Context: an optimization exercise on an open-source flow, tuned for small area. The choices shown serve that exercise and are no tape-out recipe.
Only simulation tests tie the RTL to the original design; equivalence was not proved.
No activity file was given, so power comes from the tool's default toggle rates.

$ cat flow/design.v
module IPF ( clk, reset, in_en, din, ipf_type, ipf_band_pos, ipf_wo_class, ipf_offset, lcu_x, lcu_y, lcu_size, busy, out_en, dout, dout_addr, finish);
    input   clk;
    input   reset;
    input   in_en;
    input   [7:0]  din;
    input   [1:0]  ipf_type;
    input   [4:0]  ipf_band_pos;
    input          ipf_wo_class;
    input   [15:0] ipf_offset;
    input   [2:0]  lcu_x;
    input   [2:0]  lcu_y;
    input   [1:0]  lcu_size;
    output busy;
    output finish;
    output out_en;
    output [7:0] dout;
    output [13:0] dout_addr;
    reg [1:0] size;
    always @(posedge clk) size <= lcu_size;
    wire s16 = (size == 2'd0);
    wire s32 = (size == 2'd1);
    reg [6:0] ox, oy;
    reg started, fin;
    wire [6:0] mask = s16 ? 7'h0f : s32 ? 7'h1f : 7'h3f;
    wire col_end  = &(ox | ~mask);
    wire col_zero = ~(|(ox & mask));
    wire row_end  = &(oy | ~mask);
    wire row_pen  = &(oy | ~mask | 7'd1) & ~oy[0];
    wire row_zero = ~(|(oy & mask));
    wire n_col_zero = col_end;
    wire n_col_one  = col_zero;
    wire n_row_end  = col_end ? row_pen : row_end;
    wire n_row_zero = col_end ? row_end : row_zero;
    wire new_lcu = started & row_end & col_end;
    wire [6:0] lx = s16 ? {lcu_x, 4'd0} : s32 ? {lcu_x[1:0], 5'd0} : {lcu_x[0], 6'd0};
    wire [6:0] ly = s16 ? {lcu_y, 4'd0} : s32 ? {lcu_y[1:0], 5'd0} : {lcu_y[0], 6'd0};
    wire [6:0] ox_inc = ox + 7'd1;
    wire [6:0] oy_inc = oy + 7'd1;
    always @(posedge clk or posedge reset) begin
        if (reset) begin
            ox <= 7'd0;
            oy <= 7'h7f;
            started <= 1'b0;
            fin <= 1'b0;
        end
        else begin
            started <= started | in_en;
            if (started) ox <= (ox_inc & mask) | ((new_lcu ? lx : ox) & ~mask);
            if (started & col_end) oy <= (oy_inc & mask) | ((new_lcu ? ly : oy) & ~mask);
            if (~in_en & started & row_end & col_end) fin <= 1'b1;
        end
    end
    assign finish = fin;
    assign busy = fin;
    assign out_en = 1'b1;
    assign dout_addr = {oy, ox};
    wire [4:0] band = din[7:3];
    wire [4:0] bd = band - ipf_band_pos;
    wire prot = (bd == 5'd0) | (bd == 5'd31) | ((bd == 5'd1) & ~(&ipf_band_pos));
    reg [3:0] boff;
    always @(*) begin
        case (band[1:0])
            2'd0: boff = ipf_offset[15:12];
            2'd1: boff = ipf_offset[11:8];
            2'd2: boff = ipf_offset[7:4];
            default: boff = ipf_offset[3:0];
        endcase
    end
    wire [8:0] bsum = {1'b0, din} + {1'b0, {4{boff[3]}}, boff};
    wire [7:0] bsat = (bsum[8] ^ boff[3]) ? {8{~boff[3]}} : bsum[7:0];
    wire [7:0] bout = ((ipf_type == 2'd1) & ~prot) ? bsat : din;
    reg [7:0] r0, r1;                  
    reg [7:0] la [1:63];               
    reg [7:0] lb [1:64];               
    wire [7:0] c = s16 ? la[15] : s32 ? la[31] : la[63];    
    wire [7:0] a = s16 ? lb[16] : s32 ? lb[32] : lb[64];    
    wire [7:0] ea = ipf_wo_class ? a : r1;
    wire [7:0] ec = ipf_wo_class ? c : r0;
    wire [7:0] eb = din;
    function carry8;
        input [7:0] x, y;
        input cin;
        integer k;
        begin
            carry8 = cin;
            for (k = 0; k < 8; k = k + 1)
                carry8 = (x[k] & y[k]) | (carry8 & (x[k] | y[k]));
        end
    endfunction
    wire [8:0] esum = ea + eb;
    wire [7:0] em = esum[8:1];
    wire c_lt_m = carry8(em, ~ec, 1'b0);      
    wire c_gt_m = carry8(ec, ~em, 1'b0);      
    wire ua = carry8(ea, ~ec, c_gt_m);
    wire ub = carry8(eb, ~ec, c_gt_m);
    reg [3:0] eoff;
    always @(*) begin
        if (c_lt_m & ua & ub)        eoff = ipf_offset[15:12];
        else if (c_gt_m & ~ua & ~ub) eoff = ipf_offset[3:0];
        else if (c_lt_m)             eoff = ipf_offset[11:8];
        else if (c_gt_m)             eoff = ipf_offset[7:4];
        else                         eoff = 4'd0;
    end
    wire [7:0] eout = ec + {{4{eoff[3]}}, eoff};
    wire eo = (ipf_type == 2'd2);
    wire h_act = eo & ~ipf_wo_class & ~n_col_zero & ~n_col_one;
    wire v_act = eo & ipf_wo_class & ~n_row_end & ~n_row_zero;
    reg [7:0] dout_r;
    assign dout = dout_r;
    integer i;
    always @(posedge clk) begin
        dout_r <= v_act ? eout : c;
        r0 <= bout;
        r1 <= r0;
        la[1] <= h_act ? eout : r0;
        for (i = 2; i <= 63; i = i + 1) la[i] <= la[i-1];
        lb[1] <= c;
        for (i = 2; i <= 64; i = i + 1) lb[i] <= lb[i-1];
    end
endmodule
$ cat flow/flow/run.sh
#!/bin/bash
# Layout flow: the standard flow (standard.sh) with two changes:
#  - after the standard synthesis, its combinational logic is re-mapped by
#    ABC's default script (flow/remap.tcl); the flip-flops are left as they
#    are and checked to be identical, else the standard netlist is kept;
#  - the port buffers use the smallest buffer cell (buf_1);
#  - clock tree synthesis inserts no dummy loads.
# Each tool's output goes to a log file in this folder; ORFS also keeps its
# per-step logs under orfs/logs.
set -euo pipefail
export BUFFER_PORTS_ARGS="-buffer_cell sky130_fd_sc_hd__buf_1"
export CTS_ARGS="-sink_clustering_enable -repair_clock_nets -sink_clustering_size 16 -sink_clustering_max_diameter 45 -buf_list {sky130_fd_sc_hd__clkbuf_4 sky130_fd_sc_hd__clkbuf_8} -dont_use_dummy_load"

bash standard.sh synth > synth.log 2>&1

res=orfs/results/$FLOW_PLATFORM/IPF/base
cp $res/1_2_yosys.v standard_synth.v
IN_V=standard_synth.v OUT_V=remapped.v yosys -c flow/remap.tcl > remap.log 2>&1 || true

flops() { grep -oE '^ *sky130_fd_sc_hd__(df|ed|sd)[a-z0-9_]+ [^ ]+' "$1" | sort; }
if [ -s remapped.v ] && [ "$(flops standard_synth.v | wc -l)" -gt 0 ] && \
   cmp -s <(flops standard_synth.v) <(flops remapped.v); then
  echo "re-mapped netlist used; flip-flops identical: $(flops remapped.v | wc -l)" > remap_check.log
  cp remapped.v $res/1_2_yosys.v
  touch $res/1_2_yosys.v
else
  echo "re-mapping failed or changed flip-flops; standard netlist kept" > remap_check.log
fi

bash standard.sh > flow.log 2>&1
$ cat flow/flow/remap.tcl
# Re-map the combinational logic of the standard synthesis netlist
# (IN_V) with ABC's default script, keeping every flip-flop instance (name,
# cell and connections) and the tie cells exactly as they are. Writes OUT_V.
set lib $::env(FLOW_HOME)/platforms/sky130hd/lib/sky130_fd_sc_hd__tt_025C_1v80.lib
yosys read_liberty -ignore_miss_func $lib
yosys read_verilog $::env(IN_V)
yosys hierarchy -top $::env(FLOW_TOP)
yosys setattr -mod -set keep_hierarchy 1 {sky130_fd_sc_hd__df*} {sky130_fd_sc_hd__conb_1}
yosys flatten
yosys opt_clean -purge
yosys abc -liberty $lib -dont_use sky130_fd_sc_hd__lpflow_bleeder_1 -dont_use sky130_fd_sc_hd__lpflow_clkbufkapwr_1 -dont_use sky130_fd_sc_hd__lpflow_clkbufkapwr_16 -dont_use sky130_fd_sc_hd__lpflow_clkbufkapwr_2 -dont_use sky130_fd_sc_hd__lpflow_clkbufkapwr_4 -dont_use sky130_fd_sc_hd__lpflow_clkbufkapwr_8 -dont_use sky130_fd_sc_hd__lpflow_clkinvkapwr_1 -dont_use sky130_fd_sc_hd__lpflow_clkinvkapwr_16 -dont_use sky130_fd_sc_hd__lpflow_clkinvkapwr_2 -dont_use sky130_fd_sc_hd__lpflow_clkinvkapwr_4 -dont_use sky130_fd_sc_hd__lpflow_clkinvkapwr_8 -dont_use sky130_fd_sc_hd__lpflow_decapkapwr_12 -dont_use sky130_fd_sc_hd__lpflow_decapkapwr_3 -dont_use sky130_fd_sc_hd__lpflow_decapkapwr_4 -dont_use sky130_fd_sc_hd__lpflow_decapkapwr_6 -dont_use sky130_fd_sc_hd__lpflow_decapkapwr_8 -dont_use sky130_fd_sc_hd__lpflow_inputiso0n_1 -dont_use sky130_fd_sc_hd__lpflow_inputiso0p_1 -dont_use sky130_fd_sc_hd__lpflow_inputiso1n_1 -dont_use sky130_fd_sc_hd__lpflow_inputiso1p_1 -dont_use sky130_fd_sc_hd__lpflow_inputisolatch_1 -dont_use sky130_fd_sc_hd__lpflow_isobufsrc_1 -dont_use sky130_fd_sc_hd__lpflow_isobufsrc_16 -dont_use sky130_fd_sc_hd__lpflow_isobufsrc_2 -dont_use sky130_fd_sc_hd__lpflow_isobufsrc_4 -dont_use sky130_fd_sc_hd__lpflow_isobufsrc_8 -dont_use sky130_fd_sc_hd__lpflow_isobufsrckapwr_16 -dont_use sky130_fd_sc_hd__lpflow_lsbuf_lh_hl_isowell_tap_1 -dont_use sky130_fd_sc_hd__lpflow_lsbuf_lh_hl_isowell_tap_2 -dont_use sky130_fd_sc_hd__lpflow_lsbuf_lh_hl_isowell_tap_4 -dont_use sky130_fd_sc_hd__lpflow_lsbuf_lh_isowell_4 -dont_use sky130_fd_sc_hd__lpflow_lsbuf_lh_isowell_tap_1 -dont_use sky130_fd_sc_hd__lpflow_lsbuf_lh_isowell_tap_2 -dont_use sky130_fd_sc_hd__lpflow_lsbuf_lh_isowell_tap_4 -dont_use sky130_fd_sc_hd__probe_p_8 -dont_use sky130_fd_sc_hd__probec_p_8 
yosys opt_clean -purge
yosys setattr -mod -set blackbox 1 {sky130_fd_sc_hd__*}
yosys stat -liberty $lib
yosys write_verilog -noattr -nohex -nodec $::env(OUT_V)
$ cat flow/standard.sh
#!/bin/bash
# synth_recipe.tcl (not shown) runs the flow's synth.tcl, then flattens the netlist and writes it again
# the make line also repeats each setting of config.mk as NAME=value (left out here)
make -C /OpenROAD-flow-scripts/flow DESIGN_CONFIG=/design/flow/config.mk WORK_HOME=/design/flow/orfs CLKGATE_MAP_FILE= SYNTH_SCRIPT=/design/flow/synth_recipe.tcl "${@:-finish}"
$ cat flow/config.mk
export PLATFORM = sky130hd
export DESIGN_NAME = IPF
export DESIGN_NICKNAME = IPF
export VERILOG_FILES = /design/flow/design.v
export SDC_FILE = /design/flow/constraint.sdc
export NUM_CORES = 4
export LEC_CHECK = 0
export ABC_AREA = 1
export CAP_MARGIN = 20
export CORE_MARGIN = 2
export CORE_UTILIZATION = 70
export CTS_BUF_LIST = sky130_fd_sc_hd__clkbuf_4 sky130_fd_sc_hd__clkbuf_8
export CTS_CLUSTER_DIAMETER = 45
export CTS_CLUSTER_SIZE = 16
export PLACE_DENSITY = 0.8
export SLEW_MARGIN = 20
$ cat flow/constraint.sdc
create_clock -name core_clock -period 10.0 [get_ports {clk}]
set_input_delay 2.0000 -clock core_clock [delete_from_list [all_inputs] [get_ports {clk}]]
set_output_delay 2.0000 -clock core_clock [all_outputs]
set_load 0.01 [all_outputs]
==> results of run 1 <==
worst max path at each step:
| stage | startpoint | to | slack, ns | cells after the start |
|---|---|---|---|---|
| finish | ipf_wo_class | la[1][7]$_DFF_P_ | 1.97 | 23 |
| floorplan | ipf_wo_class | dout_r[6]$_DFF_P_ | 2.78 | 22 |
| detailed placement | ipf_wo_class | la[1][7]$_DFF_P_ | 1.23 | 23 |
| CTS | ipf_wo_class | la[1][7]$_DFF_P_ | 1.90 | 23 |
| global placement | ipf_wo_class | dout_r[6]$_DFF_P_ | 1.45 | 23 |
| global route | ipf_wo_class | la[1][7]$_DFF_P_ | 1.37 | 23 |
per-stage QoR:
| step | cells | setup slack [ns] |
|---|---|---|
| finish | 2071 | 1.97 |
| global route | 2071 | 1.37 |
| CTS | 2069 | 1.90 |
| detailed placement | 1992 | 1.23 |
| global placement | 1992 | 1.45 |
| floorplan | 1473 | 2.78 |
cell type report:
type                            instances  area [sq um]  share of cell area, %
Tap cell                              448           561                   2.18
Inverter                               22          82.6                  0.321
Sequential cell                      1058         21300                   82.6
Antenna cell                            2          5.00                 0.0194
Timing Repair Buffer                   71           287                   1.11
Clock buffer                           77          1060                   4.11
Multi-Input combinational cell        393          2500                   9.69
sequential cells by signal (all words and copies together) (netlist names), 2 cells and up, named ones only:
signal  flops
lb        512
la        504
dout_r      8
r0          8
r1          8
ox          5
oy          5
size        2
critical path, delay by kind of cell:
kind / cells / cell delay [ns]
adder cells (fa/ha/maj): 1 / 0.29
buffers and inverters: 1 / 0.52
AO/OA/AOI/OAI: 18 / 5.23
XOR/XNOR: 1 / 0.12
AND/OR/NAND/NOR: 2 / 0.37
layer usage:
| layer | routed length [um] | vias to the layer above | GRT usage [%] |
|---|---|---|---|
| met5 | 11 | - | 0 |
| met4 | 951 | 2 | 7.66 |
| met3 | 1800 | 77 | 4.60 |
| met2 | 15200 | 263 | 30.1 |
| met1 | 17000 | 4949 | 29.9 |
| li1 | - | 5083 | - |
power by group:
group          switching (mW)  total, mW  internal, mW
Sequential              0.177       4.93          4.75
Clock                    1.13       1.83         0.693
Combinational           0.245      0.403         0.158
placed cells by master, fill, tap and decap left out, types with 4 or more instances in the layout:
cell type	n
a21o_1	6
a21oi_1	24
a221o_1	6
a222oi_1	7
a22o_1	6
a22oi_1	14
a31oi_1	10
and2_0	8
buf_1	65
buf_4	5
clkbuf_8	77
clkinv_1	22
dfrtp_1	9
dfstp_2	7
dfxtp_1	1042
maj3_1	7
nand2_1	51
nand2b_1	12
nand3_1	14
nand4_1	4
nor2_1	40
nor2b_1	9
nor4b_1	4
o21a_1	7
o21ai_0	44
o221ai_1	4
o22ai_1	9
o31ai_1	10
or2_0	5
or3_1	4
xnor2_1	34
xor2_1	10
==> summary.txt, run 1 <==
Status
  • Outcome: no timing/DRC/antenna violations

Clocking
  • Root buffer cell: clkbuf_8
  • CTS tree: yes
  • Htree depth: 3
  • Post-CTS resize count: 0
  • Sink count of the clock tree: 1058
  • Worst-skew pair later-pin latency: 0.64 ns
  • Number of setup buffers added after CTS: 0
  • Post-CTS Hold Buffers: 0
  • Max Buffers Root-to-Sink: 3
  • Number of CTS-inserted buffers: 77
  • Worst-path clk slew: 0.10 ns

Synthesis
  • Synthesis warning total: 3
  • Syn Std Cell Area: 0.0238 sq mm
  • Mean area per synthesized cell: 16.2 sq um
  • Cells after synthesis: 1473
  • Syn Nets: 1516

Power
  • Tot Pwr: 7.16 mW
  • PwrDens: 278 mW/mm^2
  • LEAKAGE: 10.3 nW
  • Worst VDD drop: 0.000196 V

Job
  • Max Cap Viol: 0

Setup path
  • Reg2reg setup slack: 3.09 ns
  • Critical Path RT: 10.50 ns
  • Cell breakdown of the critical path: clkbuf_2 -> o31ai_1 -> o32ai_1 -> o211ai_1 -> a311oi_1 -> o31ai_1 -> o21ai_0 -> maj3_1 -> xnor2_1 -> a221oi_1 -> o221ai_1 -> a21o_1 -> a21o_1 -> a21oi_1 -> a2bb2oi_1 -> nor4b_1 -> o31ai_1 -> a32oi_1 -> o311ai_0 -> a31oi_1 -> o211a_1 -> nor3_1 -> o31ai_1
  • Reg-to-reg endpoint: la[1][7]$_DFF_P_
  • CP max-delay cell: o32ai_1
  • WS Path Type: primary input to flip-flop
  • CP Capture Type: flip-flop
  • CP startpoint kind: primary input
  • CP max FO: 38
  • Data arrival time at the worst-slack endpoint: 8.53 ns
  • Worst R2R Path Depth: 22
  • Most used cell, CP: o31ai_1
  • Worst R2R Start: size[0]$_DFF_P_
  • CP max stage delay: 0.61 ns

Global route
  • GRT Residual Overflow: 0
  • Largest net degree at the start of global routing: 39
  • Vias in the first global route: 10400
  • Initial antenna violation count: 4
  • First-pass GRT wire length: 55200 um
  • Gr usage total: 20.4%

STA
  • RSZ-0062 raised after global routing: false
  • Worst slew pin tran: 1.11 ns
  • Rel. slew slack: 25.3%
  • Final setup violation count: 0
  • WHS: 0.310 ns
  • Count of pins over their slew limit: 0
  • Max Freq: 0.124 GHz
  • Final Cycle Share: 80.3%
  • Setup tns final: 0 ns
  • Final Hold Viols: 0
  • Minimum clock period: 8.03 ns
  • Clk_skew: 0.0627 ns

Die
  • Initial core utilization: 71.1%
  • Die width: 189 um
  • Die ar.: 0.0356 sq mm
  • I/O Pins: 68
  • Chip Height: 189 um
  • Site Rows: 67
  • Placeable Area: 0.0335 sq mm

Cells and area
  • Area delta synth->final: 8.05%
  • Share of layout cells above drive strength 1: 5.68%
  • Layout Nets: 1666
  • Final core occ: 76.8%
  • Cell area after layout: 0.0258 sq mm
  • Fillers: 1961

Drt
  • Vias per cell: 5.01
  • Detailed Routing Iterations Pass 1: 5
  • Initial DRC Count: 611
  • WL final: 34900 um
  • Final ANT Viol Nets: 0
  • DRC violations left: 0
  • Wirelength per Cell: 16.9 um
  • Vias: 10400

Place
  • Post-detail-place hpwl: 22300 um
  • GPL Wtd Cong: 0.844
  • Dpl cell area: 0.0247 sq mm
  • Port bufs: 66

Worst hold path
  • Hold_sp: la[3][0]$_DFF_P_
  • Hold Crit Depth: 0
  • Hold WC Path Type: flip-flop to flip-flop
  • Worst Hold Path EP: la[4][0]$_DFF_P_
==> run 2: changes to the inputs <==
--- a/flow/flow/run.sh
+++ b/flow/flow/run.sh
@@ -10,5 +10,5 @@
 set -euo pipefail
 export BUFFER_PORTS_ARGS="-buffer_cell sky130_fd_sc_hd__buf_1"
-export CTS_ARGS="-sink_clustering_enable -repair_clock_nets -sink_clustering_size 16 -sink_clustering_max_diameter 45 -buf_list {sky130_fd_sc_hd__clkbuf_4 sky130_fd_sc_hd__clkbuf_8} -dont_use_dummy_load"
+export CTS_ARGS="-sink_clustering_enable -repair_clock_nets -sink_clustering_size 22 -sink_clustering_max_diameter 45 -buf_list {sky130_fd_sc_hd__clkbuf_4 sky130_fd_sc_hd__clkbuf_8} -dont_use_dummy_load"
 
 bash standard.sh synth > synth.log 2>&1
==> summary.txt, run 2 <==
Drt
  • Detailed Routing Iterations Pass 1: 7
  • Final ANT Viol Nets: 0
  • WL final: 35200 um
  • Vias: 10300
  • DRC violations left: 0
  • Initial DRC Count: 629
  • Wirelength per Cell: 17.1 um
  • Vias per cell: 4.99

Setup path
  • Reg-to-reg endpoint: la[1][7]$_DFF_P_
  • Cell breakdown of the critical path: clkbuf_2 -> o31ai_1 -> o32ai_1 -> o211ai_1 -> a311oi_1 -> o31ai_1 -> o21ai_0 -> maj3_1 -> xnor2_1 -> a221oi_1 -> o221ai_1 -> a21o_1 -> a21o_1 -> a21oi_1 -> a2bb2oi_1 -> nor4b_1 -> o31ai_1 -> a32oi_1 -> o311ai_0 -> a31oi_1 -> o211a_1 -> nor3_1 -> o31ai_1
  • CP max FO: 38
  • Data arrival time at the worst-slack endpoint: 8.53 ns
  • Critical Path RT: 10.51 ns
  • WP buf/inv: 1
  • CP Capture Type: flip-flop
  • CP max-delay cell: o32ai_1
  • CP startpoint kind: primary input
  • WS Path Type: primary input to flip-flop
  • Reg2reg setup slack: 3.10 ns
  • Family with the most delay on the worst path: compound AO/OA/AOI/OAI gates
  • Worst R2R Start: size[1]$_DFF_P_
  • Most used cell, CP: o31ai_1
  • CP max stage delay: 0.61 ns
  • Crit path depth: 23
  • Worst R2R Path Depth: 23

Clocking
  • Worst-skew pair later-pin latency: 0.68 ns
  • Post-CTS resize count: 0
  • Max Buffers Root-to-Sink: 3
  • Number of setup buffers added after CTS: 0
  • Htree depth: 2
  • Worst-path clk slew: 0.12 ns
  • CTS tree: yes
  • Root buffer cell: clkbuf_8
  • Sink count of the clock tree: 1058
  • Number of CTS-inserted buffers: 59
  • Post-CTS Hold Buffers: 0

Die
  • Chip Height: 189 um
  • Initial core utilization: 71.1%
  • I/O Pins: 68
  • Die ar.: 0.0356 sq mm
  • Placeable Area: 0.0335 sq mm
  • Die width: 189 um
  • Site Rows: 67

Power
  • Int Power: 5.44 mW
  • Net Sw Frac: 22.0%
  • Worst VDD drop: 0.000187 V
  • LEAKAGE: 10.2 nW
  • Clock power frac: 23.5%
  • PwrDens: 274 mW/mm^2
  • Seq pwr share: 70.7%
  • Comb power frac: 5.8%
  • Switching power total: 1.54 mW

Cells and area
  • Area delta synth->final: 7.01%
  • Largest regs: lb x512, la x504
  • Cell area after layout: 0.0255 sq mm
  • Largest Register: lb
  • Commonest non-fill, non-tap cell in the layout: dfxtp_1
  • Layout Nets: 1648
  • Share of layout cells above drive strength 1: 4.62%
  • Max reg flops: 512
  • Most frequent cells in the layout: 1042 x dfxtp_1, 65 x buf_1, 59 x clkbuf_8, 51 x nand2_1, 44 x o21ai_0

Place
  • Post-detail-place hpwl: 22300 um
  • GPL Wtd Cong: 0.844
  • Port bufs: 66
  • Dpl cell area: 0.0247 sq mm

Synthesis
  • Syn Nets: 1516
  • Mean area per synthesized cell: 16.2 sq um
  • Cells after synthesis: 1473
  • Synthesis warning total: 3
  • Syn Std Cell Area: 0.0238 sq mm

STA
  • Setup tns final: 0 ns
  • Final setup violation count: 0
  • Worst slew pin tran: 1.09 ns
  • Max Freq: 0.125 GHz
  • Final Cycle Share: 80.2%
  • Rel. slew slack: 26.9%
  • Final Hold Viols: 0
  • RSZ-0062 raised after global routing: false
  • Clk_skew: 0.0924 ns
  • Minimum clock period: 8.02 ns
  • Count of pins over their slew limit: 0

Global route
  • First-pass GRT wire length: 55000 um
  • Met3 usage: 3.17%
  • GRT Max-Usage Layer: met1
  • Met1 usage: 30.4%
  • GR Layer Usage met2: 30.0%
  • Gr usage total: 20.1%
  • Initial antenna violation count: 3
  • GRT Residual Overflow: 0
  • Vias in the first global route: 10200
  • Largest net degree at the start of global routing: 39

Worst hold path
  • Hold Crit Depth: 0
  • Worst Hold Path EP: la[26][6]$_DFF_P_
  • Hold WC Path Type: flip-flop to flip-flop
  • Hold_sp: la[25][6]$_DFF_P_

Status
  • Outcome: no timing/DRC/antenna violations

Job
  • Max Cap Viol: 0
-- run 2: worst max-delay path by stage --
| stage | startpoint | endpoint | slack (ns) |
|---|---|---|---|
| floorplan | ipf_wo_class | dout_r[6]$_DFF_P_ | 2.78 |
| global placement | ipf_wo_class | dout_r[6]$_DFF_P_ | 1.45 |
| detailed placement | ipf_wo_class | la[1][7]$_DFF_P_ | 1.23 |
| CTS | ipf_wo_class | la[1][7]$_DFF_P_ | 1.91 |
| global route | ipf_wo_class | la[1][7]$_DFF_P_ | 1.37 |
| finish | ipf_wo_class | la[1][7]$_DFF_P_ | 1.98 |
-- run 2: power groups by stage --
stage	logic (mW)	clock network, mW	registers, mW
2_1_floorplan	0.272	0	4.95
3_3_place_gp	0.387	0	4.99
3_5_place_dp	0.396	0	5.03
4_1_cts	0.399	1.68	4.94
5_1_grt	0.444	1.82	4.98
6_report	0.405	1.64	4.93
-- run 2: per-layer routing --
metal	wire, um	vias up
li1	-	5045
met1	17300	4902
met2	15200	236
met3	1650	71
met4	978	0
met5	0	-
-- run 2: metrics by stage --
stage                     hold WS, ns  cells  power (mW)  utilization, %  worst slack, ns
final                           0.274   2053        6.98            76.1             1.98
after global routing            0.256   2053        7.25            76.1             1.37
after CTS                       0.258   2051        7.02            76.1             1.91
after detailed placement        0.312   1992        5.42            73.6             1.23
after global placement          0.310   1992        5.38            73.6             1.45
after floorplan                 0.310   1473        5.22               -             2.78
-- run 2: area by class of cell --
class,instances,area [sq um]
flip-flops and latches,1058,21300
fillers,1999,8020
multi-input cells,393,2500
clock buffers,59,812
well taps,448,561
repair buffers,71,287
inverters,22,82.6
diodes,2,5.00
==> run 3: changes to the inputs <==
--- a/flow/flow/run.sh
+++ b/flow/flow/run.sh
@@ -10,5 +10,5 @@
 set -euo pipefail
 export BUFFER_PORTS_ARGS="-buffer_cell sky130_fd_sc_hd__buf_1"
-export CTS_ARGS="-sink_clustering_enable -repair_clock_nets -sink_clustering_size 22 -sink_clustering_max_diameter 45 -buf_list {sky130_fd_sc_hd__clkbuf_4 sky130_fd_sc_hd__clkbuf_8} -dont_use_dummy_load"
+export CTS_ARGS="-sink_clustering_enable -repair_clock_nets -sink_clustering_size 30 -sink_clustering_max_diameter 40 -buf_list {sky130_fd_sc_hd__clkbuf_16} -dont_use_dummy_load"
 
 bash standard.sh synth > synth.log 2>&1
==> summary.txt, run 3 <==
Status
  • Outcome: no timing/DRC/antenna violations

Die
  • Die width: 189 um
  • Placeable Area: 0.0335 sq mm
  • Chip Height: 189 um
  • Site Rows: 67
  • Initial core utilization: 71.1%
  • I/O Pins: 68
  • Die ar.: 0.0356 sq mm

Drt
  • DR WL met2: 18400 um
  • Detailed Routing Iterations Pass 1: 5
  • Met3 WL post-DR: 2020 um
  • Initial DRC Count: 877
  • DRC violations left: 0
  • Vias per cell: 5.14
  • Wirelength per Cell: 19.1 um
  • M1 WL: 18000 um
  • WL final: 39400 um
  • Final ANT Viol Nets: 0
  • DR top layer: met5
  • Vias: 10600

STA
  • Worst slew pin tran: 1.10 ns
  • Final Hold Viols: 0
  • Final setup violation count: 0
  • Max Freq: 0.123 GHz
  • Clk_skew: 0.0516 ns
  • Setup tns final: 0 ns
  • RSZ-0062 raised after global routing: false
  • Count of pins over their slew limit: 0
  • Rel. slew slack: 26.0%
  • Final Cycle Share: 81.5%
  • Minimum clock period: 8.15 ns
  • WHS: 0.282 ns

Setup path
  • CP Capture Type: flip-flop
  • Worst Setup SP: ipf_wo_class
  • Worst R2R Path Depth: 22
  • WS Path Type: primary input to flip-flop
  • Critical Path RT: 10.47 ns
  • Reg-to-reg endpoint: dout_r[6]$_DFF_P_
  • Data arrival time at the worst-slack endpoint: 8.62 ns
  • Reg2reg setup slack: 2.95 ns
  • Worst R2R Start: size[0]$_DFF_P_
  • Setup crit end: dout_r[6]$_DFF_P_
  • CP max FO: 38
  • CP startpoint kind: primary input

Clocking
  • Max Buffers Root-to-Sink: 3
  • Post-CTS Hold Buffers: 0
  • CTS tree: yes
  • Sink count of the clock tree: 1058
  • Worst-path clk slew: 0.09 ns
  • Htree depth: 3
  • Worst-skew pair later-pin latency: 0.59 ns
  • Number of CTS-inserted buffers: 71
  • Number of setup buffers added after CTS: 0
  • Post-CTS resize count: 0
  • Root buffer cell: clkbuf_16

Cells and area
  • Max reg flops: 512
  • Largest Register: lb
  • Commonest non-fill, non-tap cell in the layout: dfxtp_1
  • Layout Nets: 1660
  • Layout Cells excl Fill: 2064
  • Area delta synth->final: 11.0%
  • Most frequent cells in the layout: 1042 x dfxtp_1, 71 x clkbuf_16, 65 x buf_1, 51 x nand2_1, 44 x o21ai_0
  • Largest regs: lb x512, la x504
  • Share of layout cells above drive strength 1: 5.33%
  • Final core occ: 79.0%

Synthesis
  • Syn Nets: 1516
  • Synthesis warning total: 3
  • Mean area per synthesized cell: 16.2 sq um
  • Cells after synthesis: 1473
  • Syn Std Cell Area: 0.0238 sq mm

Place
  • Port bufs: 66
  • Post-detail-place hpwl: 22300 um
  • DP Cell Count: 1992
  • GPL Wtd Cong: 0.844

Worst hold path
  • Hold Crit Depth: 0
  • Hold WC Path Type: flip-flop to flip-flop

Power
  • Worst VDD drop: 0.000218 V
  • Tot Pwr: 7.88 mW
  • LEAKAGE: 10.6 nW
  • PwrDens: 298 mW/mm^2

Global route
  • First-pass GRT wire length: 61100 um
  • Initial antenna violation count: 3
  • Largest net degree at the start of global routing: 39
  • Vias in the first global route: 11000
  • GRT Residual Overflow: 0
  • Gr usage total: 22.8%

Job
  • Max Cap Viol: 0
run 3: stage by stage:
stage / instance area, sq um / setup slack (ns)
after global placement: 24700 / 1.45
after floorplan: 23800 / 2.78
final: 26500 / 1.85
after CTS: 26500 / 1.72
after detailed placement: 24700 / 1.23
after global routing: 26500 / 1.27
run 3: worst min path at each step:
stage | from | endpoint
2_1_floorplan | la[9][0]$_DFF_P_ | la[10][0]$_DFF_P_
3_3_place_gp | la[14][7]$_DFF_P_ | la[15][7]$_DFF_P_
3_5_place_dp | la[60][0]$_DFF_P_ | la[61][0]$_DFF_P_
4_1_cts | lb[39][1]$_DFF_P_ | lb[40][1]$_DFF_P_
5_1_grt | lb[26][7]$_DFF_P_ | lb[27][7]$_DFF_P_
6_report | lb[39][1]$_DFF_P_ | lb[40][1]$_DFF_P_
run 3: where the power goes:
part	internal [mW]	leakage (nW)	switching, mW	total, mW
combinational	0.158	0.971	0.259	0.417
sequential	4.76	8.79	0.198	4.96
clock	1.26	0.875	1.25	2.51
total	6.17	10.6	1.71	7.88
run 3: worst max-delay path: stages:
cell	delay [ns]
clkbuf_2	0.53
o31ai_1	0.16
o32ai_1	0.61
o211ai_1	0.22
a311oi_1	0.43
o31ai_1	0.15
o21ai_0	0.34
maj3_1	0.29
xnor2_1	0.12
a221oi_1	0.44
o221ai_1	0.19
a21o_1	0.18
a21o_1	0.15
a21oi_1	0.15
a2bb2oi_1	0.54
nor4b_1	0.12
o31ai_1	0.44
a32oi_1	0.18
o311ai_0	0.41
a31oi_1	0.24
o21a_1	0.25
xnor2_1	0.15
mux2_1	0.32
run 3: final cells by class:
type	instances	area [sq um]
Antenna cell	1	2.50
Clock buffer	71	1780
Fill cell	1854	7060
Inverter	22	82.6
Multi-Input combinational cell	393	2500
Sequential cell	1058	21300
Tap cell	448	561
Timing Repair Buffer	71	287
run 3: layer usage:
layer,track usage [%],vias up
met3,4.27,82
met4,8.44,2
li1,-,5076
met1,31.6,5133
met5,0,-
met2,36.3,317
==> run 4: changes to the inputs <==
--- a/flow/flow/run.sh
+++ b/flow/flow/run.sh
@@ -10,5 +10,5 @@
 set -euo pipefail
 export BUFFER_PORTS_ARGS="-buffer_cell sky130_fd_sc_hd__buf_1"
-export CTS_ARGS="-sink_clustering_enable -repair_clock_nets -sink_clustering_size 30 -sink_clustering_max_diameter 40 -buf_list {sky130_fd_sc_hd__clkbuf_16} -dont_use_dummy_load"
+export CTS_ARGS="-sink_clustering_enable -repair_clock_nets -sink_clustering_size 13 -sink_clustering_max_diameter 32 -buf_list {sky130_fd_sc_hd__clkbuf_4} -dont_use_dummy_load"
 
 bash standard.sh synth > synth.log 2>&1
==> summary.txt, run 4 <==
STA
  • Setup tns final: 0 ns
  • Worst slew pin tran: 1.08 ns
  • Rel. slew slack: 27.3%
  • Final WS setup: 2.10 ns
  • Minimum clock period: 7.90 ns
  • Clk_skew: 0.123 ns
  • Final setup violation count: 0
  • RSZ-0062 raised after global routing: false
  • Final Hold Viols: 0
  • WHS: 0.234 ns
  • Max Freq: 0.127 GHz
  • Count of pins over their slew limit: 0
  • Final Cycle Share: 79.0%

Setup path
  • WS Path Type: primary input to flip-flop
  • CP startpoint kind: primary input
  • CP max FO: 38
  • Critical Path RT: 10.66 ns
  • Reg2reg setup slack: 3.08 ns
  • CP Capture Type: flip-flop
  • Data arrival time at the worst-slack endpoint: 8.56 ns
  • Worst R2R Start: size[1]$_DFF_P_
  • Worst Setup SP: ipf_wo_class

Global route
  • Gr usage total: 20.3%
  • Largest net degree at the start of global routing: 39
  • GRT Residual Overflow: 0
  • Vias in the first global route: 10600
  • Initial antenna violation count: 6
  • First-pass GRT wire length: 55100 um

Place
  • DP Cell Count: 1992
  • Placement Setup Slack: 1.23 ns
  • Dpl cell area: 0.0247 sq mm
  • Post-detail-place hpwl: 22300 um
  • GPL Wtd Cong: 0.844
  • Port bufs: 66

Clocking
  • Root buffer cell: clkbuf_4
  • Number of setup buffers added after CTS: 0
  • Sink count of the clock tree: 1058
  • Number of CTS-inserted buffers: 115
  • Post-CTS resize count: 0
  • Worst-skew pair later-pin latency: 0.83 ns
  • Htree depth: 3
  • CTS tree: yes
  • Post-CTS Hold Buffers: 0
  • Max Buffers Root-to-Sink: 3
  • Worst-path clk slew: 0.11 ns

Drt
  • DR top layer: met5
  • Vias per cell: 5.00
  • Wirelength per Cell: 16.5 um
  • DRC violations left: 0
  • Vias: 10600
  • DR WL met2: 15300 um
  • Initial DRC Count: 617
  • Detailed Routing Iterations Pass 1: 5
  • Met3 WL post-DR: 1970 um
  • M1 WL: 16600 um
  • Final ANT Viol Nets: 0
  • WL final: 34800 um

Cells and area
  • Fillers: 2037
  • Most frequent cells in the layout: 1042 x dfxtp_1, 115 x clkbuf_4, 65 x buf_1, 51 x nand2_1, 44 x o21ai_0
  • Commonest non-fill, non-tap cell in the layout: dfxtp_1
  • Share of layout cells above drive strength 1: 7.84%
  • Max reg flops: 512
  • Final core occ: 76.3%
  • Layout Nets: 1704
  • Largest Register: lb
  • Cell area after layout: 0.0256 sq mm
  • Largest regs: lb x512, la x504
  • Layout Cells excl Fill: 2111
  • Area delta synth->final: 7.25%

Die
  • I/O Pins: 68
  • Placeable Area: 0.0335 sq mm
  • Site Rows: 67
  • Die ar.: 0.0356 sq mm
  • Chip Height: 189 um
  • Die width: 189 um
  • Initial core utilization: 71.1%

Power
  • Tot Pwr: 6.98 mW
  • LEAKAGE: 10.3 nW
  • PwrDens: 273 mW/mm^2
  • Worst VDD drop: 0.000196 V

Synthesis
  • Mean area per synthesized cell: 16.2 sq um
  • Syn Std Cell Area: 0.0238 sq mm
  • Cells after synthesis: 1473
  • Synthesis warning total: 3
  • Syn Nets: 1516

Status
  • Outcome: no timing/DRC/antenna violations

Job
  • Max Cap Viol: 0

Worst hold path
  • Hold WC Path Type: flip-flop to flip-flop
  • Hold_sp: la[1][4]$_DFF_P_
## run 4: metal layers
metal | vias up | global-route usage, %
li1 | 5207 | -
met1 | 4994 | 29.3
met4 | 2 | 8.17
met2 | 286 | 29.7
met5 | - | 0
met3 | 64 | 5.20
## run 4: final cells by class
type                    instances  area [sq um]  share of cell area [%]
well taps                     448           561                    2.19
repair buffers                 71           287                    1.12
flip-flops and latches       1058         21300                    83.2
multi-input cells             393          2500                    9.77
clock buffers                 115           863                    3.38
inverters                      22          82.6                   0.323
diodes                          4          10.0                  0.0391
## run 4: final timing paths
kind                                     endpoint  cells past startpoint
min in group asynchronous               async pin                      2
max in group asynchronous       oy[2]$_DFFE_PP1P_                      2
worst max-delay path             la[1][7]$_DFF_P_                     23
worst max register to register   la[1][7]$_DFF_P_                     23
worst min register to register   la[2][4]$_DFF_P_                      0
worst min-delay path             la[2][4]$_DFF_P_                      0
## run 4: report_power, final
group	leakage, nW	internal (mW)	switching, mW
combinational	0.971	0.158	0.246
clock	0.529	0.528	1.12
sequential	8.79	4.75	0.176
## run 4: worst max-delay path, cell delays in order
cell and delay [ns]:
clkbuf_2 0.52, o31ai_1 0.16, o32ai_1 0.61, o211ai_1 0.23, a311oi_1 0.44, o31ai_1 0.15
o21ai_0 0.33, maj3_1 0.29, xnor2_1 0.12, a221oi_1 0.45, o221ai_1 0.19, a21o_1 0.18
a21o_1 0.15, a21oi_1 0.15, a2bb2oi_1 0.54, nor4b_1 0.12, o31ai_1 0.44, a32oi_1 0.19
o311ai_0 0.42, a31oi_1 0.22, o211a_1 0.28, nor3_1 0.25, o31ai_1 0.13
==> run 5: changes to the inputs <==
--- a/flow/flow/run.sh
+++ b/flow/flow/run.sh
@@ -4,11 +4,9 @@
 #    ABC's default script (flow/remap.tcl); the flip-flops are left as they
 #    are and checked to be identical, else the standard netlist is kept;
-#  - the port buffers use the smallest buffer cell (buf_1);
-#  - clock tree synthesis inserts no dummy loads.
+#  - the port buffers use the smallest buffer cell (buf_1).
 # Each tool's output goes to a log file in this folder; ORFS also keeps its
 # per-step logs under orfs/logs.
 set -euo pipefail
 export BUFFER_PORTS_ARGS="-buffer_cell sky130_fd_sc_hd__buf_1"
-export CTS_ARGS="-sink_clustering_enable -repair_clock_nets -sink_clustering_size 13 -sink_clustering_max_diameter 32 -buf_list {sky130_fd_sc_hd__clkbuf_4} -dont_use_dummy_load"
 
 bash standard.sh synth > synth.log 2>&1
==> summary.txt, run 5 <==
Status
  • Outcome: no timing/DRC/antenna violations

STA
  • Final setup violation count: 0
  • Final Cycle Share: 80.3%
  • Clk_skew: 0.0207 ns
  • Setup tns final: 0 ns
  • Count of pins over their slew limit: 0
  • Final Hold Viols: 0
  • Minimum clock period: 8.03 ns
  • Max Freq: 0.125 GHz
  • Rel. slew slack: 26.1%
  • RSZ-0062 raised after global routing: false
  • WHS: 0.321 ns
  • Final WS setup: 1.97 ns
  • Worst slew pin tran: 1.10 ns

Power
  • LEAKAGE: 10.4 nW
  • Tot Pwr: 7.29 mW
  • PwrDens: 281 mW/mm^2
  • Worst VDD drop: 0.000196 V

Clocking
  • Worst-path clk slew: 0.09 ns
  • Post-CTS Hold Buffers: 0
  • CTS tree: yes
  • Root buffer cell: clkbuf_8
  • Worst-skew pair later-pin latency: 0.64 ns
  • Max Buffers Root-to-Sink: 3
  • Number of setup buffers added after CTS: 0
  • Sink count of the clock tree: 1058
  • Htree depth: 3
  • Post-CTS resize count: 0
  • Number of CTS-inserted buffers: 77

Setup path
  • Reg2reg setup slack: 3.08 ns
  • CP startpoint kind: primary input
  • Setup crit end: la[1][7]$_DFF_P_
  • Worst Setup SP: ipf_wo_class
  • CP max FO: 38
  • CP max stage delay: 0.61 ns
  • CP Capture Type: flip-flop
  • Data arrival time at the worst-slack endpoint: 8.54 ns
  • Worst R2R Path Depth: 23
  • WS Path Type: primary input to flip-flop
  • Worst R2R Start: size[1]$_DFF_P_
  • Cell breakdown of the critical path: clkbuf_2 -> o31ai_1 -> o32ai_1 -> o211ai_1 -> a311oi_1 -> o31ai_1 -> o21ai_0 -> maj3_1 -> xnor2_1 -> a221oi_1 -> o221ai_1 -> a21o_1 -> a21o_1 -> a21oi_1 -> a2bb2oi_1 -> nor4b_1 -> o31ai_1 -> a32oi_1 -> o311ai_0 -> a31oi_1 -> o211a_1 -> nor3_1 -> o31ai_1
  • Reg-to-reg endpoint: la[1][7]$_DFF_P_
  • Crit path depth: 23
  • WP buf/inv: 1
  • Family with the most delay on the worst path: compound AO/OA/AOI/OAI gates
  • CP max-delay cell: o32ai_1
  • Critical Path RT: 10.51 ns
  • Most used cell, CP: o31ai_1

Cells and area
  • Largest regs: lb x512, la x504
  • Cell area after layout: 0.0259 sq mm
  • Area delta synth->final: 8.80%
  • Layout Cells excl Fill: 2087
  • Layout Nets: 1666
  • Largest Register: lb
  • Final core occ: 77.4%
  • Max reg flops: 512
  • Share of layout cells above drive strength 1: 6.60%
  • Commonest non-fill, non-tap cell in the layout: dfxtp_1
  • Most frequent cells in the layout: 1042 x dfxtp_1, 81 x clkbuf_8, 65 x buf_1, 51 x nand2_1, 44 x o21ai_0

Place
  • Port bufs: 66
  • Post-detail-place hpwl: 22300 um
  • GPL Wtd Cong: 0.844
  • DP Cell Count: 1992
  • Placement Setup Slack: 1.23 ns
  • Dpl cell area: 0.0247 sq mm

Die
  • I/O Pins: 68
  • Initial core utilization: 71.1%
  • Die width: 189 um
  • Chip Height: 189 um
  • Placeable Area: 0.0335 sq mm
  • Site Rows: 67
  • Die ar.: 0.0356 sq mm

Drt
  • Detailed Routing Iterations Pass 1: 5
  • Wirelength per Cell: 16.8 um
  • DRC violations left: 0
  • Initial DRC Count: 677
  • WL final: 35100 um
  • Vias: 10400
  • Vias per cell: 4.98
  • Final ANT Viol Nets: 0

Global route
  • First-pass GRT wire length: 55300 um
  • Largest net degree at the start of global routing: 39
  • Vias in the first global route: 10400
  • GRT Residual Overflow: 0
  • Gr usage total: 20.4%
  • Initial antenna violation count: 4

Synthesis
  • Mean area per synthesized cell: 16.2 sq um
  • Cells after synthesis: 1473
  • Syn Nets: 1516
  • Syn Std Cell Area: 0.0238 sq mm
  • Synthesis warning total: 3

Job
  • Max Cap Viol: 0

Worst hold path
  • Hold_sp: lb[17][1]$_DFF_P_
  • Hold WC Path Type: flip-flop to flip-flop
==> run 5: power breakdown <==
group	internal, mW	switching, mW
clock	0.781	1.18
combinational	0.158	0.246
sequential	4.75	0.177
==> run 5: per-layer routing <==
layer / vias up / wire length [um] / GRT usage (%)
li1: 5104 / - / -
met1: 4952 / 16900 / 29.8
met2: 260 / 15300 / 30.2
met3: 74 / 1920 / 4.64
met4: 2 / 930 / 7.93
met5: - / 13 / 0
==> run 5: area by class of cell <==
class | count | area (sq um)
antenna | 2 | 5.00
clock buffer | 85 | 1140
clock inverter | 8 | 92.6
fill | 1932 | 7590
inverter | 22 | 82.6
multi-input combinational | 393 | 2500
sequential | 1058 | 21300
tap | 448 | 561
timing repair buffer | 71 | 287
==> run 5: how the worst min path moves through the flow <==
stage / endpoint / slack, ns / cells past startpoint
floorplan: la[10][0]$_DFF_P_ / 0.31 / 0
global placement: la[15][7]$_DFF_P_ / 0.31 / 0
detailed placement: la[61][0]$_DFF_P_ / 0.31 / 0
CTS: lb[49][0]$_DFF_P_ / 0.32 / 0
global route: la[8][1]$_DFF_P_ / 0.33 / 0
finish: lb[18][1]$_DFF_P_ / 0.32 / 0
==> run 5: worst reg2reg max path: cells and delay by family, from the launching register on <==
family	cells	cell delay [ns]
AO/OA/AOI/OAI	17	5.12
buffers and inverters	1	0.42
adder cells (fa/ha/maj)	1	0.29
flip-flops	1	0.32
XOR/XNOR	1	0.11
AND/OR/NAND/NOR	3	0.53
==> run 6: changes to the inputs <==
--- a/flow/flow/run.sh
+++ b/flow/flow/run.sh
@@ -4,9 +4,11 @@
 #    ABC's default script (flow/remap.tcl); the flip-flops are left as they
 #    are and checked to be identical, else the standard netlist is kept;
-#  - the port buffers use the smallest buffer cell (buf_1).
+#  - the port buffers use the smallest buffer cell (buf_1);
+#  - clock tree synthesis inserts no dummy loads.
 # Each tool's output goes to a log file in this folder; ORFS also keeps its
 # per-step logs under orfs/logs.
 set -euo pipefail
 export BUFFER_PORTS_ARGS="-buffer_cell sky130_fd_sc_hd__buf_1"
+export CTS_ARGS="-sink_clustering_enable -repair_clock_nets -sink_clustering_size 10 -sink_clustering_max_diameter 30 -buf_list {sky130_fd_sc_hd__clkbuf_4} -dont_use_dummy_load"
 
 bash standard.sh synth > synth.log 2>&1
==> summary.txt, run 6 <==
Status
  • Outcome: no timing/DRC/antenna violations

Setup path
  • WS Path Type: primary input to flip-flop
  • CP Capture Type: flip-flop
  • CP startpoint kind: primary input
  • CP max FO: 38
  • Data arrival time at the worst-slack endpoint: 8.57 ns
  • CP max stage delay: 0.61 ns
  • Cell breakdown of the critical path: clkbuf_2 -> o31ai_1 -> o32ai_1 -> o211ai_1 -> a311oi_1 -> o31ai_1 -> o21ai_0 -> maj3_1 -> xnor2_1 -> a221oi_1 -> o221ai_1 -> a21o_1 -> a21o_1 -> a21oi_1 -> a2bb2oi_1 -> nor4b_1 -> o31ai_1 -> a32oi_1 -> o311ai_0 -> a31oi_1 -> o21a_1 -> xnor2_1 -> mux2_1
  • Worst R2R Path Depth: 23
  • CP max-delay cell: o32ai_1
  • Most used cell, CP: o31ai_1
  • Critical Path RT: 10.66 ns

Place
  • DP Cell Count: 1992
  • GPL Wtd Cong: 0.844
  • Post-detail-place hpwl: 22300 um
  • Port bufs: 66

Clocking
  • Htree depth: 4
  • Post-CTS resize count: 0
  • Post-CTS Hold Buffers: 0
  • Worst-skew pair later-pin latency: 0.80 ns
  • Number of setup buffers added after CTS: 0
  • Worst-path clk slew: 0.09 ns
  • Number of CTS-inserted buffers: 136
  • CTS tree: yes
  • Root buffer cell: clkbuf_4
  • Max Buffers Root-to-Sink: 3
  • Sink count of the clock tree: 1058

Cells and area
  • Max reg flops: 512
  • Layout Cells excl Fill: 2131
  • Final core occ: 76.7%
  • Largest Register: lb
  • Area delta synth->final: 7.90%
  • Share of layout cells above drive strength 1: 8.99%
  • Commonest non-fill, non-tap cell in the layout: dfxtp_1
  • Largest regs: lb x512, la x504
  • Layout Nets: 1725
  • Most frequent cells in the layout: 1042 x dfxtp_1, 136 x clkbuf_4, 65 x buf_1, 51 x nand2_1, 44 x o21ai_0

STA
  • Final setup violation count: 0
  • RSZ-0062 raised after global routing: false
  • Minimum clock period: 7.91 ns
  • Worst slew pin tran: 1.10 ns
  • Max Freq: 0.126 GHz
  • Clk_skew: 0.0684 ns
  • Final Cycle Share: 79.1%
  • Rel. slew slack: 25.9%
  • Count of pins over their slew limit: 0
  • Setup tns final: 0 ns
  • Final Hold Viols: 0

Drt
  • Wirelength per Cell: 16.4 um
  • Vias: 10700
  • WL final: 34900 um
  • Detailed Routing Iterations Pass 1: 5
  • Final ANT Viol Nets: 0
  • Initial DRC Count: 605
  • Vias per cell: 5.02
  • DRC violations left: 0

Global route
  • GRT Residual Overflow: 0
  • Initial antenna violation count: 5
  • First-pass GRT wire length: 55600 um
  • Vias in the first global route: 10800
  • Gr usage total: 20.5%
  • Largest net degree at the start of global routing: 39

Synthesis
  • Syn Std Cell Area: 0.0238 sq mm
  • Synthesis warning total: 3
  • Cells after synthesis: 1473
  • Syn Nets: 1516
  • Mean area per synthesized cell: 16.2 sq um

Die
  • Chip Height: 189 um
  • Die ar.: 0.0356 sq mm
  • Site Rows: 67
  • Placeable Area: 0.0335 sq mm
  • Die width: 189 um
  • I/O Pins: 68
  • Initial core utilization: 71.1%

Power
  • PwrDens: 276 mW/mm^2
  • Int Power: 5.54 mW
  • Clock power frac: 25.0%
  • Worst VDD drop: 0.000152 V
  • Net Sw Frac: 22.1%
  • Seq pwr share: 69.4%
  • Comb power frac: 5.7%
  • LEAKAGE: 10.4 nW
  • Switching power total: 1.57 mW

Worst hold path
  • Hold WC Path Type: flip-flop to flip-flop
  • Hold Crit Depth: 0

Job
  • Max Cap Viol: 0
==> run 6: through the flow <==
| step | hold WS [ns] | total power, mW | worst slack [ns] | cell area [sq um] |
|---|---|---|---|---|
| floorplan | 0.310 | 5.22 | 2.78 | 23800 |
| global placement | 0.310 | 5.38 | 1.45 | 24700 |
| detailed placement | 0.312 | 5.42 | 1.23 | 24700 |
| CTS | 0.271 | 7.18 | 2.09 | 25700 |
| global route | 0.280 | 7.45 | 1.54 | 25700 |
| finish | 0.272 | 7.11 | 2.09 | 25700 |
==> run 6: cell type report <==
class	count	area [sq um]
Antenna cell	3	7.51
Clock buffer	136	1020
Fill cell	2002	7810
Inverter	22	82.6
Multi-Input combinational cell	393	2500
Sequential cell	1058	21300
Tap cell	448	561
Timing Repair Buffer	71	287
==> run 6: worst max-delay path: cells and delay by family <==
kind	cells	cell delay, ns
compound gates	17	5.09
buf+inv	1	0.51
fa+ha+maj	1	0.30
mux	1	0.30
xor+xnor	2	0.26
simple gates	1	0.12
==> run 6: layer usage <==
layer / routed length [um] / vias up / share of wire [%] / track usage (%)
met1: 16600 / 5123 / 48 / 29.0
met3: 2020 / 53 / 5.8 / 5.98
met5: 11 / - / 0.032 / 0
li1: - / 5238 / - / -
met4: 684 / 2 / 2.0 / 8.41
met2: 15600 / 280 / 45 / 30.0
==> run 6: power groups by stage <==
stage / Sequential (mW) / Combinational [mW] / Clock, mW
4_1_cts: 4.94 / 0.399 / 1.85
5_1_grt: 4.98 / 0.444 / 2.02
2_1_floorplan: 4.95 / 0.272 / 0
6_report: 4.93 / 0.404 / 1.77
3_5_place_dp: 5.03 / 0.396 / 0
3_3_place_gp: 4.99 / 0.387 / 0
==> run 6: path summary, 6_finish.rpt <==
check / from / endpoint / slack (ns)
setup / recovery: ipf_wo_class / dout_r[6]$_DFF_P_ / 2.09
hold / removal: lb[29][4]$_DFF_P_ / lb[30][4]$_DFF_P_ / 0.27
setup reg to reg: size[1]$_DFF_P_ / dout_r[6]$_DFF_P_ / 3.04
hold reg to reg: lb[29][4]$_DFF_P_ / lb[30][4]$_DFF_P_ / 0.27
max in group asynchronous: reset / oy[3]$_DFFE_PP1P_ / 8.48
min in group asynchronous: reset / async pin / 1.18
==> run 7: changes to the inputs <==
--- a/flow/flow/run.sh
+++ b/flow/flow/run.sh
@@ -10,5 +10,5 @@
 set -euo pipefail
 export BUFFER_PORTS_ARGS="-buffer_cell sky130_fd_sc_hd__buf_1"
-export CTS_ARGS="-sink_clustering_enable -repair_clock_nets -sink_clustering_size 10 -sink_clustering_max_diameter 30 -buf_list {sky130_fd_sc_hd__clkbuf_4} -dont_use_dummy_load"
+export CTS_ARGS="-sink_clustering_enable -repair_clock_nets -sink_clustering_size 20 -sink_clustering_max_diameter 35 -buf_list {sky130_fd_sc_hd__clkbuf_4 sky130_fd_sc_hd__clkbuf_8} -dont_use_dummy_load"
 
 bash standard.sh synth > synth.log 2>&1
--- a/flow/config.mk
+++ b/flow/config.mk
@@ -9,8 +9,8 @@
 export CAP_MARGIN = 20
 export CORE_MARGIN = 2
-export CORE_UTILIZATION = 70
+export CORE_UTILIZATION = 78
 export CTS_BUF_LIST = sky130_fd_sc_hd__clkbuf_4 sky130_fd_sc_hd__clkbuf_8
-export CTS_CLUSTER_DIAMETER = 45
-export CTS_CLUSTER_SIZE = 16
-export PLACE_DENSITY = 0.8
+export CTS_CLUSTER_DIAMETER = 35
+export CTS_CLUSTER_SIZE = 20
+export PLACE_DENSITY = 0.88
 export SLEW_MARGIN = 20
==> summary.txt, run 7 <==
Status
  • Outcome: no timing/DRC/antenna violations

Drt
  • Final ANT Viol Nets: 0
  • Vias: 10900
  • Detailed Routing Iterations Pass 1: 7
  • DRC violations left: 0
  • WL final: 41000 um
  • Vias per cell: 5.37
  • Initial DRC Count: 1124
  • Wirelength per Cell: 20.2 um

STA
  • Minimum clock period: 8.35 ns
  • Count of pins over their slew limit: 0
  • Setup tns final: 0 ns
  • Final Hold Viols: 0
  • Clk_skew: 0.0776 ns
  • Final Cycle Share: 83.5%
  • Rel. slew slack: 25.0%
  • Max Freq: 0.120 GHz
  • Worst slew pin tran: 1.13 ns
  • Final setup violation count: 0
  • RSZ-0062 raised after global routing: false

Setup path
  • CP startpoint kind: primary input
  • Reg2reg setup slack: 2.82 ns
  • Worst Setup SP: ipf_wo_class
  • Worst R2R Start: size[1]$_DFF_P_
  • WS Path Type: primary input to flip-flop
  • Data arrival time at the worst-slack endpoint: 8.88 ns
  • Reg-to-reg endpoint: la[1][7]$_DFF_P_
  • Worst R2R Path Depth: 23
  • Critical Path RT: 10.53 ns
  • CP max FO: 38
  • CP Capture Type: flip-flop

Die
  • I/O Pins: 68
  • Initial core utilization: 78.6%
  • Placeable Area: 0.0303 sq mm
  • Die width: 179 um
  • Chip Height: 179 um
  • Site Rows: 64
  • Die ar.: 0.0320 sq mm

Clocking
  • Worst-skew pair later-pin latency: 0.67 ns
  • CTS tree: yes
  • Htree depth: 3
  • Sink count of the clock tree: 1058
  • Post-CTS Hold Buffers: 0
  • Root buffer cell: clkbuf_8
  • Number of setup buffers added after CTS: 0
  • Post-CTS resize count: 0
  • Max Buffers Root-to-Sink: 3
  • Number of CTS-inserted buffers: 88
  • Worst-path clk slew: 0.10 ns

Cells and area
  • Layout Cells excl Fill: 2030
  • Commonest non-fill, non-tap cell in the layout: dfxtp_1
  • Area delta synth->final: 8.43%
  • Largest Register: lb
  • Layout Nets: 1676
  • Final core occ: 85.2%
  • Sequential cell area: 0.0213 sq mm
  • Multi-input logic area: 0.00251 sq mm
  • Max reg flops: 512
  • Largest regs: lb x512, la x504
  • Fillers: 1271
  • Most frequent cells in the layout: 1042 x dfxtp_1, 88 x clkbuf_8, 65 x buf_1, 51 x nand2_1, 44 x o21ai_0
  • Share of layout cells above drive strength 1: 6.38%

Worst hold path
  • Hold WC Path Type: flip-flop to flip-flop
  • Worst Hold Path EP: la[29][5]$_DFF_P_
  • Hold Crit Depth: 0
  • Hold_sp: la[28][5]$_DFF_P_

Synthesis
  • Syn Nets: 1516
  • Cells after synthesis: 1473
  • Synthesis warning total: 3
  • Syn Std Cell Area: 0.0238 sq mm
  • Mean area per synthesized cell: 16.2 sq um

Global route
  • Largest net degree at the start of global routing: 39
  • First-pass GRT wire length: 61900 um
  • Initial antenna violation count: 3
  • Vias in the first global route: 11300
  • Gr usage total: 26.3%
  • GRT Residual Overflow: 0

Power
  • Worst VDD drop: 0.000233 V
  • PwrDens: 285 mW/mm^2
  • LEAKAGE: 10.4 nW

Job
  • Max Cap Viol: 0

Place
  • GPL Wtd Cong: 0.872
  • DP Cell Count: 1939
  • Post-detail-place hpwl: 25200 um
  • Port bufs: 66
-- run 7: final cells by class --
class	count	area share, %
Sequential cell	1058	82.3
Antenna cell	3	0.0290
Multi-Input combinational cell	393	9.69
Tap cell	396	1.92
Inverter	22	0.319
Timing Repair Buffer	70	1.08
Clock buffer	88	4.69
-- run 7: worst max-delay path: stages --
cell,delay (ns)
clkbuf_2,0.58
o31ai_1,0.16
o32ai_1,0.70
nand2_1,0.21
a311oi_1,0.40
o31ai_1,0.15
o21ai_0,0.39
maj3_1,0.31
xnor2_1,0.12
a221oi_1,0.44
o221ai_1,0.19
a21o_1,0.18
a21o_1,0.15
a21oi_1,0.16
a2bb2oi_1,0.53
nor4b_1,0.13
o31ai_1,0.50
a32oi_1,0.19
o311ai_0,0.41
a31oi_1,0.25
o211a_1,0.31
nor3_1,0.30
o31ai_1,0.11
-- run 7: power by group --
part / leakage, nW / internal (mW) / total, mW / switching, mW
Clock: 0.633 / 0.787 / 1.96 / 1.18
Sequential: 8.79 / 4.76 / 4.96 / 0.205
Combinational: 0.966 / 0.158 / 0.433 / 0.276
-- run 7: routing by layer --
metal  track usage, %  routed length (um)  up-vias
met1             33.5               16700     5143
li1                 -                   -     5107
met4             12.2                1730        2
met3             5.32                2960      147
met2             43.7               19600      499
met5                0                  18        -
-- run 7: how the worst max path moves through the flow --
stage                             end  cells past startpoint
CTS                 dout_r[7]$_DFF_P_                     23
global placement    dout_r[6]$_DFF_P_                     23
global route         la[1][7]$_DFF_P_                     23
finish               la[1][7]$_DFF_P_                     23
floorplan           dout_r[6]$_DFF_P_                     22
detailed placement  dout_r[7]$_DFF_P_                     23
-- run 7: stage by stage --
| stage | cell area [sq um] | hold WS (ns) | setup WS [ns] | power (mW) |
|---|---|---|---|---|
| after floorplan | 23800 | 0.310 | 2.78 | 5.22 |
| after global placement | 24600 | 0.310 | 1.47 | 5.37 |
| after detailed placement | 24600 | 0.312 | 1.06 | 5.45 |
| after CTS | 25800 | 0.277 | 1.57 | 7.38 |
| after global routing | 25800 | 0.272 | 1.05 | 7.61 |
| final | 25900 | 0.264 | 1.65 | 7.36 |

## port drivers added, routing unchanged
No port has a modelled driver above. Below, the same layouts with a new extraction and two added sets of constraints. Step 1 assumes that a clkbuf_16 drives the clock port and a buf_2 every other input. Step 2 also shifts input and output timing later by t, the mid clock arrival at the registers, as if the neighbouring blocks saw the same clock. a / b / c = no drivers / after step 1 / after step 2; a / b = the first two.
run	t (ns)	setup slack, ns	worst hold slack (ns)	clock arrival spread, ns	worst register clock-pin slew, ns
run 1	0.657	1.968 / 1.958 / 1.300	0.310 / 0.310 / 0.310	0.063 / 0.063	0.10 / 0.10
run 2	0.683	1.983 / 1.973 / 1.290	0.274 / 0.274 / 0.274	0.093 / 0.093	0.13 / 0.13
run 3	0.612	1.850 / 1.841 / 1.229	0.282 / 0.282 / 0.282	0.058 / 0.058	0.09 / 0.09
run 4	0.814	2.101 / 2.091 / 1.277	0.234 / 0.234 / 0.234	0.123 / 0.124	0.13 / 0.13
run 5	0.681	1.969 / 1.957 / 1.276	0.321 / 0.321 / 0.321	0.021 / 0.022	0.10 / 0.10
run 6	0.808	2.088 / 2.074 / 1.266	0.272 / 0.272 / 0.272	0.082 / 0.082	0.10 / 0.10
run 7	0.674	1.652 / 1.637 / 0.962	0.264 / 0.264 / 0.264	0.091 / 0.091	0.11 / 0.11
After both steps every run listed still meets setup and hold. For run 4, which loses most, drivers alone change the setup slack by -0.010 ns; drivers and shift together by -0.824 ns.
